Context: an optimization exercise on an open-source flow, tuned for small area, a short achievable clock period and few clock cycles per item. The choices shown serve that exercise and are no tape-out recipe. Where RTL was checked, it was by simulation tests only, not by an equivalence proof against the original. Power and IR drop assume default switching activity.

## alpha
## RGB2YUV
module RGB2YUV (start, clk, rst_n, inportR, inportG, inportB, done, outportY, outportU, outportV);
Size in the first run: about 540 cells after synthesis.
clock: 10.0 ns
lec_check: 0
cap_margin: 20
core_margin: 2
core_utilization: 55
setup_slack_margin: 5
slew_margin: 20
synth_hierarchical: 1
synth_minimum_keep_size: 0
run.sh (not shown) runs the stock make flow with config.mk's settings and CLKGATE_MAP_FILE= SYNTH_SCRIPT=/design/flow/synth_recipe.tcl, a recipe that flattens the netlist after the stock synthesis.
alpha completed end to end with timing, DRC and antenna clean.
Testbench counts of alpha, summed over its fixed seeds: cycles 3,208, items 3,200.
#### Input delta (beta over alpha)
# alpha
export LEC_CHECK = 0
export CAP_MARGIN = 20
export CORE_MARGIN = 2
export CORE_UTILIZATION = 55
export SETUP_SLACK_MARGIN = 5
export SLEW_MARGIN = 20
export SYNTH_HIERARCHICAL = 1
export SYNTH_MINIMUM_KEEP_SIZE = 0
create_clock -name core_clock -period 10.0 [get_ports {clk}]
# beta
export LEC_CHECK = 0
export CAP_MARGIN = 20
export CORE_MARGIN = 2
export CORE_UTILIZATION = 55
export SLEW_MARGIN = 20
export SYNTH_HIERARCHICAL = 1
export SYNTH_MINIMUM_KEEP_SIZE = 0
create_clock -name core_clock -period 10.0 [get_ports {clk}]
==> flow/flow/run.sh (new file) <==
#!/bin/bash
# The standard layout (standard.sh), except that the port buffers are
# sky130_fd_sc_hd__buf_1 cells rather than ORFS's default delay buffers, and timing
# repair aims for 5.5 ns of setup slack. Each run's output goes to its own log.
set -euo pipefail
export BUFFER_PORTS_ARGS="-buffer_cell sky130_fd_sc_hd__buf_1"
export SETUP_SLACK_MARGIN=5.5
bash standard.sh synth > synth.log 2>&1
bash standard.sh > layout.log 2>&1
==> flow/standard.sh (new file) <==
#!/bin/bash
# synth_recipe.tcl (not shown) runs the flow's synth.tcl, then flattens the netlist and writes it again
# the make line also repeats each setting of config.mk as NAME=value (left out here)
make -C /OpenROAD-flow-scripts/flow DESIGN_CONFIG=/design/flow/config.mk WORK_HOME=/design/flow/orfs CLKGATE_MAP_FILE= SYNTH_SCRIPT=/design/flow/synth_recipe.tcl "${@:-finish}"
removed: flow/run.sh
## What came out
Share of the clock period used by the worst path after layout ends up higher on alpha. Relative contribution of the clock network to total power: alpha and beta compared, higher one is beta. Worst slack on hold paths: lower on alpha.

---

## exp/yarrow
RGB2YUV, a different RTL version from the one above (not shown whole).
For scale: about 380 cells after synthesis, roughly 58 I/O pins, about 4800 um2 of cells after synthesis.
Settings: LEC_CHECK=0, CAP_MARGIN=20, CORE_MARGIN=2, CORE_UTILIZATION=70, SLEW_MARGIN=20, SYNTH_HIERARCHICAL=1, SYNTH_MINIMUM_KEEP_SIZE=0; clock period 10.0 ns.
Stock flow here: none of the scripts above is used.
diff inputs: exp/yarrow => exp/tundra
- CORE_UTILIZATION: 70 -> 40
Notes after the runs:
The flow did not stop early for exp/tundra: all stages ran, and the layout cleared the timing, DRC and antenna checks. Diff exp/yarrow -> exp/tundra | post-layout utilization of the core | decrease of 35 points. Comparing exp/tundra and exp/yarrow, the lower non-clock buffer contribution to total cell area was measured on exp/tundra. The leakage dissipation in exp/tundra sits 0.012 nW above the value recorded for exp/yarrow. Share of the final layout cell area in multi-input gates: lower on exp/tundra.
Edits applied to the flow inputs when going from exp/tundra to exp/umber:
- SETUP_SLACK_MARGIN: unset -> 3
- CORE_UTILIZATION: 40 -> 70
==> comparison <==
Wire length after detailed routing: exp/umber better than exp/tundra. Across both runs, instance count on the critical path was lower for exp/umber than for exp/tundra. Measured against each other, exp/umber and exp/tundra differ in net switching share of the total power, the lower figure coming from exp/tundra. exp/tundra has lower non-clock buffer instance count of the final layout than exp/umber.
Input changes introduced in exp/pepper (baseline for comparison: exp/umber):
- CORE_UTILIZATION now 85, was 70
- PLACE_DENSITY now 0.9, previously not set
- SETUP_SLACK_MARGIN now 5, was 3
==> comparison <==
Post-synth design cell area: exp/pepper vs exp/umber identical
Diff exp/umber..exp/pepper | adder-cell share of the synthesized area | unchanged
exp/pepper did not run to completion, as it errored out during global placement.
Delta (exp/pepper minus exp/umber): row count moved down; die outline height moved down.
Function was not checked in any run of this note: the RTL went through the layout flow alone.

-- static timing again, ports no longer ideal --
The flow's constraints put no driver on any port. The routed layouts listed below were extracted and timed again, unchanged, in two steps. Step 1 sets driving cells, clkbuf_16 on the clock port and buf_2 on the other inputs (assumed; they add their load-dependent delay and slew). Step 2 moves the port delays by t, midway between the first and last clock arrival at a register: inputs arrive t later, outputs are due t later. That takes back most of the time a late clock gives input paths. a / b / c = no drivers / after step 1 / after step 2; a / b = the first two.
run | t, ns | setup slack, ns | worst setup path after step 2 | clock arrival spread, ns | worst register clock-pin slew, ns
alpha | 0.351 | 5.073 / 5.085 / 4.734 | input to register | 0.014 / 0.014 | 0.10 / 0.10
beta | 0.343 | 5.537 / 5.545 / 5.202 | input to register | 0.008 / 0.008 | 0.10 / 0.10
exp/yarrow | 0.297 | 2.542 / 2.547 / 2.249 | input to register | 0.003 / 0.003 | 0.09 / 0.09
exp/tundra | 0.311 | 2.512 / 2.513 / 2.201 | input to register | 0.005 / 0.005 | 0.07 / 0.07
exp/umber | 0.297 | 3.137 / 3.130 / 2.833 | input to register | 0.004 / 0.004 | 0.09 / 0.09
After both steps setup and hold are still met in every run listed. For alpha, which loses most, drivers alone change the setup slack by +0.012 ns; drivers and shift together by -0.339 ns.
